What follows belongs to an exercise in optimizing a design on an open flow for small area and a short achievable clock period; a production flow would make more cautious choices. RTL that was checked went through simulation tests only; none was proved equivalent to the original. Power is estimated from default activity; no workload was simulated.

==> build 87: inputs <==
==> flow/design.v <==
`timescale 1ns/1ns
module fifo_75x32 (
  input  wire        clk,
  input  wire        srst,
  input  wire [73:0] din,
  input  wire        wr_en,
  input  wire        wr_en_next,    
  input  wire        rd_en,
  output wire [73:0] rdata,
  output reg         rvalid,
  output reg         rfirst,
  output reg         rlast,
  output reg         full,
  output reg         empty
);
reg [31:0] wsel;    
reg [31:0] rsel;    
reg [5:0]  count;
reg [31:0] we;      
wire do_wr = wr_en & ~full;
wire do_rd = rd_en & ~empty;
wire [31:0] rnext = {rsel[30:0], rsel[31]};    
reg [73:0] mem [0:31];
genvar g;
generate
  for (g = 0; g < 32; g = g + 1) begin : row
    always @(posedge clk)
      if (we[g])
        mem[g] <= din;
  end
endgenerate
reg [73:0] rd_or;
reg        nf, nl;
integer i;
always @(*) begin
  rd_or = 74'd0;
  nf = 1'b0;
  nl = 1'b0;
  for (i = 0; i < 32; i = i + 1) begin
    rd_or = rd_or | (mem[i] & {74{rsel[i]}});
    nf = nf | (mem[i][73] & rnext[i]);
    nl = nl | (mem[i][64] & rnext[i]);
  end
end
assign rdata = rd_or;
wire [31:0] wsel_nx = do_wr ? {wsel[30:0], wsel[31]} : wsel;
wire        full_nx = full ? ~do_rd : (count == 6'd31) & do_wr & ~do_rd;
always @(posedge clk) begin
  if (srst)
    we <= 32'd0;
  else
    we <= {32{wr_en_next & ~full_nx}} & wsel_nx;
end
always @(posedge clk) begin
  if (srst) begin
    wsel   <= 32'd1;
    rsel   <= 32'h80000000;
    count  <= 6'd0;
    full   <= 1'b0;
    empty  <= 1'b1;
    rvalid <= 1'b0;
    rfirst <= 1'b0;
    rlast  <= 1'b0;
  end
  else begin
    rvalid <= do_rd;
    rfirst <= do_rd & nf;
    rlast  <= do_rd & nl;
    if (do_wr)
      wsel <= {wsel[30:0], wsel[31]};
    if (do_rd)
      rsel <= rnext;
    case ({do_wr, do_rd})
      2'b10: begin
        count <= count + 6'd1;
        full  <= (count == 6'd31);
        empty <= 1'b0;
      end
      2'b01: begin
        count <= count - 6'd1;
        full  <= 1'b0;
        empty <= (count == 6'd1);
      end
      default: ;
    endcase
  end
end
endmodule
`timescale 1ns/1ns
module db_req (
	input log_clk,
	input log_rst,
	input wire [15:0] src_id,
	input wire [15:0] des_id,
	input wire self_check_in,
	input wire nwr_req_in,
	output reg rapidIO_ready_o,
	input wire link_initialized,
	output reg nwr_ready_o,
	output reg nwr_busy_o,
	output wire nwr_done_o,
	output go,
	output wire user_tready_o,
	input wire [33:0] user_addr,
	input wire [3:0] user_ftype,
	input wire [3:0] user_ttype,
	input wire [11:0] user_tsize_in,
	input wire [63:0] user_tdata_in,
	input wire user_tvalid_in,
	input wire [7:0] user_tkeep_in,
	input wire user_tlast_in,
	output reg 			ireq_tvalid_o,
	input wire 			ireq_tready_in,
	output reg 			ireq_tlast_o,
	output reg [63:0]	ireq_tdata_o,
	output reg [7:0] 	ireq_tkeep_o,
	output reg [31:0] 	ireq_tuser_o,
	input             iresp_tvalid_in,
	output wire        iresp_tready_o,
	input             iresp_tlast_in,
	input      [63:0] iresp_tdata_in,
	input       [7:0] iresp_tkeep_in,
	input      [31:0] iresp_tuser_in
	);
localparam [3:0] DOORB = 4'hA;
localparam [3:0] NWR = 4'h5;
localparam [3:0] TNWR   = 4'h4;
localparam [2:0] IDLE_s = 3'h0;
localparam [2:0] DB_REQ_s = 3'h1;
localparam [2:0] DB_RESP_s = 3'h2;
localparam [2:0] NWR_s = 3'h3;
reg [2:0] state;
reg  [3:0] rst_cnt;
reg        log_rst_q;
always @(posedge log_clk or posedge log_rst) begin
	if (log_rst) begin
		rst_cnt   <= 4'd0;
		log_rst_q <= 1'b1;
	end
	else if (log_rst_q) begin
		rst_cnt <= rst_cnt + 4'd1;
		if (rst_cnt == 4'd15)
			log_rst_q <= 1'b0;
	end
end
reg nwr_done;
reg db_req_ena;
reg bit_reverse;
reg addr_bit;       
reg [4:0] nwr_8byte_cnt;
reg [4:0] nwr_packect_transfer_cnt;
reg [4:0] packect_transfer_times;
wire resp_hdr = (iresp_tdata_in[55:52] == DOORB) && (iresp_tuser_in[31:16] == 16'h00f0);
wire target_ready = resp_hdr && (iresp_tdata_in[31:16] == 16'h0100);
wire target_busy  = resp_hdr && (iresp_tdata_in[31:16] == 16'h01ff);
reg user_tvalid_r;
reg [63:0] user_tdata_r;
reg user_tlast_r;
reg [7:0] user_tkeep_r;
reg user_first_r;
reg [7:0] user_size;    
always @(posedge log_clk) begin
	if (log_rst_q)
		user_tvalid_r <= 1'b0;
	else
		user_tvalid_r <= user_tvalid_in;
	user_tdata_r <= user_tdata_in;
	user_tkeep_r <= user_tkeep_in;
	user_tlast_r <= user_tlast_in;
	user_first_r <= ~user_tvalid_r & user_tvalid_in;
	if (~user_tvalid_r & user_tvalid_in)
		user_size <= user_tdata_in[7:0];
end
reg fifo_rd_en;
wire [73:0] fifo_rdata;
wire fifo_rvalid, fifo_rfirst, fifo_rlast, fifo_full, fifo_empty;
fifo_75x32 user_data_fifo (
	.clk(log_clk),
	.srst(log_rst_q),
	.din({user_first_r, user_tkeep_r, user_tlast_r, user_tdata_r}),
	.wr_en(user_tvalid_r),
	.wr_en_next(user_tvalid_in),
	.rd_en(fifo_rd_en),
	.rdata(fifo_rdata),
	.rvalid(fifo_rvalid),
	.rfirst(fifo_rfirst),
	.rlast(fifo_rlast),
	.full(fifo_full),
	.empty(fifo_empty)
);
assign user_tready_o = ~fifo_full;
wire current_user_valid = fifo_rvalid;
wire current_user_first = fifo_rfirst;
wire current_user_last  = fifo_rlast;
wire [63:0] current_user_data = fifo_rdata[63:0];
reg [7:0] keep_hold;
wire [7:0] current_user_keep = fifo_rvalid ? fifo_rdata[72:65] : keep_hold;
always @(posedge log_clk) begin
	if (log_rst_q)
		keep_hold <= 8'h0;
	else
		keep_hold <= current_user_keep;
end
always @(posedge log_clk) begin
	if (log_rst_q) begin
		state <= IDLE_s;
		nwr_ready_o <= 1'b0;
		nwr_busy_o <= 1'b0;
	end
	else begin
		case (state)
		IDLE_s: begin
			if (db_req_ena || self_check_in)
				state <= DB_REQ_s;
			else if (nwr_req_in)
				state <= NWR_s;
		end
		DB_REQ_s: begin
			if (ireq_tready_in)
				state <= DB_RESP_s;
		end
		DB_RESP_s: begin
			if (target_ready) begin
				nwr_ready_o <= 1'b1;
				state <= IDLE_s;
			end
			else if (target_busy) begin
				nwr_busy_o <= 1'b1;
				state <= IDLE_s;
			end
			else begin
				nwr_ready_o <= 1'b0;
				nwr_busy_o <= 1'b0;
			end
		end
		NWR_s: begin
			nwr_ready_o <= 1'b0;
			if (nwr_done)
				state <= IDLE_s;
		end
		default: state <= IDLE_s;
		endcase
	end
end
assign iresp_tready_o = 1'b1;
assign nwr_done_o = nwr_done;
assign go = 1'b0;
always @(posedge log_clk) begin
	if (log_rst_q) begin
		ireq_tvalid_o <= 1'b0;
		ireq_tlast_o <= 1'b0;
		ireq_tdata_o <= 64'h0;
		ireq_tkeep_o <= 8'h0;
		ireq_tuser_o <= 32'h0;
		fifo_rd_en <= 1'b0;
		nwr_8byte_cnt <= 5'h0;
		nwr_packect_transfer_cnt <= 5'h0;
		nwr_done <= 1'b0;
		rapidIO_ready_o <= 1'b1;
		db_req_ena <= 1'b0;
		packect_transfer_times <= 5'h0;
	end
	else begin
		ireq_tvalid_o <= 1'b0;
		ireq_tlast_o <= 1'b0;
		ireq_tdata_o <= 64'h0;
		ireq_tkeep_o <= 8'hff;
		ireq_tuser_o <= 32'h0;
		fifo_rd_en <= 1'b0;
		nwr_done <= 1'b0;
		rapidIO_ready_o <= (state == IDLE_s) || (state[2]);
		case (state)
		DB_REQ_s: begin
			db_req_ena <= 1'b0;
			if (ireq_tready_in) begin
				ireq_tdata_o <= {8'h00, DOORB, 4'h0, 1'b0, 2'h1, 1'b0, 12'b0,
				                 db_req_ena ? {6'h0, 1'b1, 8'h0, ~addr_bit} : 16'h0101, 16'h0};
				ireq_tvalid_o <= 1'b1;
				ireq_tlast_o <= 1'b1;
				ireq_tuser_o <= {src_id, des_id};
			end
		end
		DB_RESP_s: begin
			db_req_ena <= 1'b0;
		end
		NWR_s: begin
			db_req_ena <= 1'b1;
			if (current_user_last || ireq_tlast_o)
				fifo_rd_en <= 1'b0;
			else
				fifo_rd_en <= ~fifo_empty;
			ireq_tdata_o <= current_user_first ? {7'h0, bit_reverse, NWR, TNWR,
						1'b0, 2'h1, 1'b0, user_size, 2'h0, 13'h0, addr_bit, 20'h0}
						: (current_user_valid ? current_user_data : 64'h0);
			ireq_tvalid_o <= current_user_valid & ~ireq_tlast_o;
			ireq_tkeep_o <= current_user_keep;
			if (current_user_first) begin
				nwr_8byte_cnt <= 5'h0;
				nwr_packect_transfer_cnt <= 5'h0;
			end
			else if (current_user_valid) begin
				if (nwr_8byte_cnt == 5'd31)
					nwr_packect_transfer_cnt <= nwr_packect_transfer_cnt + 5'h1;
				nwr_8byte_cnt <= nwr_8byte_cnt + 5'h1;
			end
			if (current_user_last) begin
				nwr_8byte_cnt <= 5'h0;
				nwr_done <= 1'b1;
			end
			if (current_user_first)
				packect_transfer_times <= current_user_data[12:8];
			if (nwr_packect_transfer_cnt == packect_transfer_times)
				ireq_tlast_o <= current_user_last;
			else
				ireq_tlast_o <= (nwr_8byte_cnt == 5'd31);
		end
		default: ;
		endcase
	end
end
always @(posedge log_clk) begin
	if (log_rst_q)
		bit_reverse <= 1'b0;
	else if (nwr_done)
		bit_reverse <= ~bit_reverse;
end
always @(posedge log_clk) begin
	if (log_rst_q)
		addr_bit <= 1'b0;
	else
		addr_bit <= bit_reverse;
end
endmodule
==> flow/run.sh <==
#!/bin/bash
# synth_recipe.tcl (not shown) runs the flow's synth.tcl, then flattens the netlist and writes it again
# the make line also repeats each setting of config.mk as NAME=value (left out here)
make -C /OpenROAD-flow-scripts/flow DESIGN_CONFIG=/design/flow/config.mk WORK_HOME=/design/flow/orfs CLKGATE_MAP_FILE= SYNTH_SCRIPT=/design/flow/synth_recipe.tcl finish
==> flow/config.mk <==
export PLATFORM = sky130hd
export DESIGN_NAME = db_req
export DESIGN_NICKNAME = db_req
export VERILOG_FILES = /design/flow/design.v
export SDC_FILE = /design/flow/constraint.sdc
export NUM_CORES = 4
export LEC_CHECK = 0
export CAP_MARGIN = 20
export CELL_PAD_IN_SITES_DETAIL_PLACEMENT = 2
export CELL_PAD_IN_SITES_GLOBAL_PLACEMENT = 2
export CORE_MARGIN = 2
export CORE_UTILIZATION = 35
export PLACE_DENSITY = 0.4
export SETUP_SLACK_MARGIN = 2.4
export SLEW_MARGIN = 20
==> flow/constraint.sdc <==
create_clock -name core_clock -period 5.0 [get_ports {log_clk}]
set_input_delay 1.0000 -clock core_clock [delete_from_list [all_inputs] [get_ports {log_clk}]]
set_output_delay 1.0000 -clock core_clock [all_outputs]
set_load 0.01 [all_outputs]
==> trial 7: changes against build 87 <==
CTS_CLUSTER_DIAMETER = 80   (was default)
CTS_CLUSTER_SIZE = 30   (was default)
SETUP_SLACK_MARGIN = 2.8   (was 2.4)
==> trial 78: changes against build 87 <==
--- a/flow/design.v
+++ b/flow/design.v
@@ -6,3 +6,2 @@
   input  wire        wr_en,
-  input  wire        wr_en_next,    
   input  wire        rd_en,
@@ -10,4 +9,2 @@
   output reg         rvalid,
-  output reg         rfirst,
-  output reg         rlast,
   output reg         full,
@@ -15,44 +12,27 @@
 );
-reg [31:0] wsel;    
-reg [31:0] rsel;    
+reg [73:0] mem [0:31];
+reg [4:0]  wptr;
+reg [4:0]  last;    
 reg [5:0]  count;
-reg [31:0] we;      
 wire do_wr = wr_en & ~full;
 wire do_rd = rd_en & ~empty;
-wire [31:0] rnext = {rsel[30:0], rsel[31]};    
-reg [73:0] mem [0:31];
-genvar g;
-generate
-  for (g = 0; g < 32; g = g + 1) begin : row
-    always @(posedge clk)
-      if (we[g])
-        mem[g] <= din;
-  end
-endgenerate
+always @(posedge clk) begin
+  if (do_wr)
+    mem[wptr] <= din;
+end
+reg [31:0] rsel;
 reg [73:0] rd_or;
-reg        nf, nl;
 integer i;
 always @(*) begin
+  rsel = 32'd0;
+  rsel[last] = 1'b1;
   rd_or = 74'd0;
-  nf = 1'b0;
-  nl = 1'b0;
-  for (i = 0; i < 32; i = i + 1) begin
+  for (i = 0; i < 32; i = i + 1)
     rd_or = rd_or | (mem[i] & {74{rsel[i]}});
-    nf = nf | (mem[i][73] & rnext[i]);
-    nl = nl | (mem[i][64] & rnext[i]);
-  end
 end
 assign rdata = rd_or;
-wire [31:0] wsel_nx = do_wr ? {wsel[30:0], wsel[31]} : wsel;
-wire        full_nx = full ? ~do_rd : (count == 6'd31) & do_wr & ~do_rd;
-always @(posedge clk) begin
-  if (srst)
-    we <= 32'd0;
-  else
-    we <= {32{wr_en_next & ~full_nx}} & wsel_nx;
-end
 always @(posedge clk) begin
   if (srst) begin
-    wsel   <= 32'd1;
-    rsel   <= 32'h80000000;
+    wptr   <= 5'd0;
+    last   <= 5'd31;
     count  <= 6'd0;
@@ -61,4 +41,2 @@
     rvalid <= 1'b0;
-    rfirst <= 1'b0;
-    rlast  <= 1'b0;
   end
@@ -66,8 +44,6 @@
     rvalid <= do_rd;
-    rfirst <= do_rd & nf;
-    rlast  <= do_rd & nl;
     if (do_wr)
-      wsel <= {wsel[30:0], wsel[31]};
+      wptr <= wptr + 5'd1;
     if (do_rd)
-      rsel <= rnext;
+      last <= last + 5'd1;
     case ({do_wr, do_rd})
@@ -175,3 +151,3 @@
 wire [73:0] fifo_rdata;
-wire fifo_rvalid, fifo_rfirst, fifo_rlast, fifo_full, fifo_empty;
+wire fifo_rvalid, fifo_full, fifo_empty;
 fifo_75x32 user_data_fifo (
@@ -181,3 +157,2 @@
 	.wr_en(user_tvalid_r),
-	.wr_en_next(user_tvalid_in),
 	.rd_en(fifo_rd_en),
@@ -185,4 +160,2 @@
 	.rvalid(fifo_rvalid),
-	.rfirst(fifo_rfirst),
-	.rlast(fifo_rlast),
 	.full(fifo_full),
@@ -192,4 +165,4 @@
 wire current_user_valid = fifo_rvalid;
-wire current_user_first = fifo_rfirst;
-wire current_user_last  = fifo_rlast;
+wire current_user_first = fifo_rdata[73] & fifo_rvalid;
+wire current_user_last  = fifo_rdata[64] & fifo_rvalid;
 wire [63:0] current_user_data = fifo_rdata[63:0];
CELL_PAD_IN_SITES_DETAIL_PLACEMENT = default   (was 2)
CELL_PAD_IN_SITES_GLOBAL_PLACEMENT = default   (was 2)
CORE_UTILIZATION = 40   (was 35)
PLACE_DENSITY = default   (was 0.4)
SETUP_SLACK_MARGIN = default   (was 2.4)
==> qor summary <==
| item | build 87 | trial 7 | trial 78 |
|---|---|---|---|
| Status | finished clean | finished clean | finished clean |
| Footprint of the flip-flops and latches | 0.07821 mm^2 | 0.07832 mm^2 | 0.07617 mm^2 |
| Vias | 56620 | 55830 | 58590 |
| Seq Cell Count | 2702 | 2702 | 2614 |
| Final-layout clock-cell area share | 8.539% | 4.720% | 7.435% |
| Signal buffers share of area | 4.289% | 5.615% | 5.846% |
| Placeable Area | 0.2653 mm^2 | 0.2653 mm^2 | 0.2321 mm^2 |
| DR WL/cell | 43.80 um | 44.97 um | 37.38 um |
| Sequential fraction of total cell area | 70.30% | 72.15% | 68.52% |
| Share of synthesized area occupied by flip-flops and latches | 83.40% | 83.40% | 81.68% |
| Chip Width | 520.6 um | 520.6 um | 486.7 um |
| Global-route met1 utilization | 42.05% | 42.75% | 38.47% |
| Switching power summed over all nets | 22.24 mW | 21.82 mW | 24.40 mW |
| Number of nets in the synthesized netlist | 5350 | 5350 | 5572 |
| Sequential power | 27.5 mW | 26.5 mW | 26.4 mW |
| Placement-stage worst setup slack | 2.024 ns | 1.946 ns | 0.5550 ns |
| Origin of the critical flop-to-flop path | user_data_fifo.rsel[2] | user_data_fifo.rsel[2] | user_data_fifo.last[1] |
| Area growth syn-to-layout | 19.11% | 16.22% | 19.26% |
| Final instance count without filler cells | 9306 | 9100 | 9104 |
| Total wirelength of the detailed-routed design | 407.6 mm | 409.3 mm | 340.3 mm |
| Multiplexer fraction of the synthesized cell area | 0.06564% | 0.06564% | 0.4013% |
| GR met3 Demand/Resource | 2.904% | 2.400% | 7.245% |
| Arrival time of data at the critical path endpoint | 3.29 ns | 1.36 ns | 5.27 ns |
| Yosys cell types | 57 | 57 | 90 |
| Global router's overall resource usage | 29.52% | 29.53% | 28.01% |
| Ant diodes | 5 | 6 | 21 |
| Clk sink count | 2702 | 2702 | 2614 |
The RTL of trial 78 was laid out without a check of its function.

port drivers added, routing unchanged:
In the flow no input, the clock included, has a driving cell. The finished layouts below were timed again as built, in two steps.
Step 1, drivers: a clkbuf_16 drives log_clk and a buf_2 each remaining input, both assumed.
Step 2 times the ports against the registers' clock, not the clock port: input delays grow and output delays shrink by t, the midpoint of the rising clock arrivals with the driver on.
a / b / c = ideal ports / drivers / drivers and shift; a / b = the first two.
run | shift t [ns] | slack for setup (ns) | clock arrival spread, ns
build 87 | 0.984 | 2.419 / 2.355 / 2.100 | 0.037 / 0.036
trial 7 | 0.920 | 2.635 / 2.539 / 2.138 | 0.050 / 0.050
trial 78 | 0.966 | 0.448 / 0.448 / 0.448 | 0.080 / 0.080
After both steps setup and hold are still met in every run listed. For trial 7, which loses most, drivers alone change the setup slack by -0.096 ns; drivers and shift together by -0.497 ns.
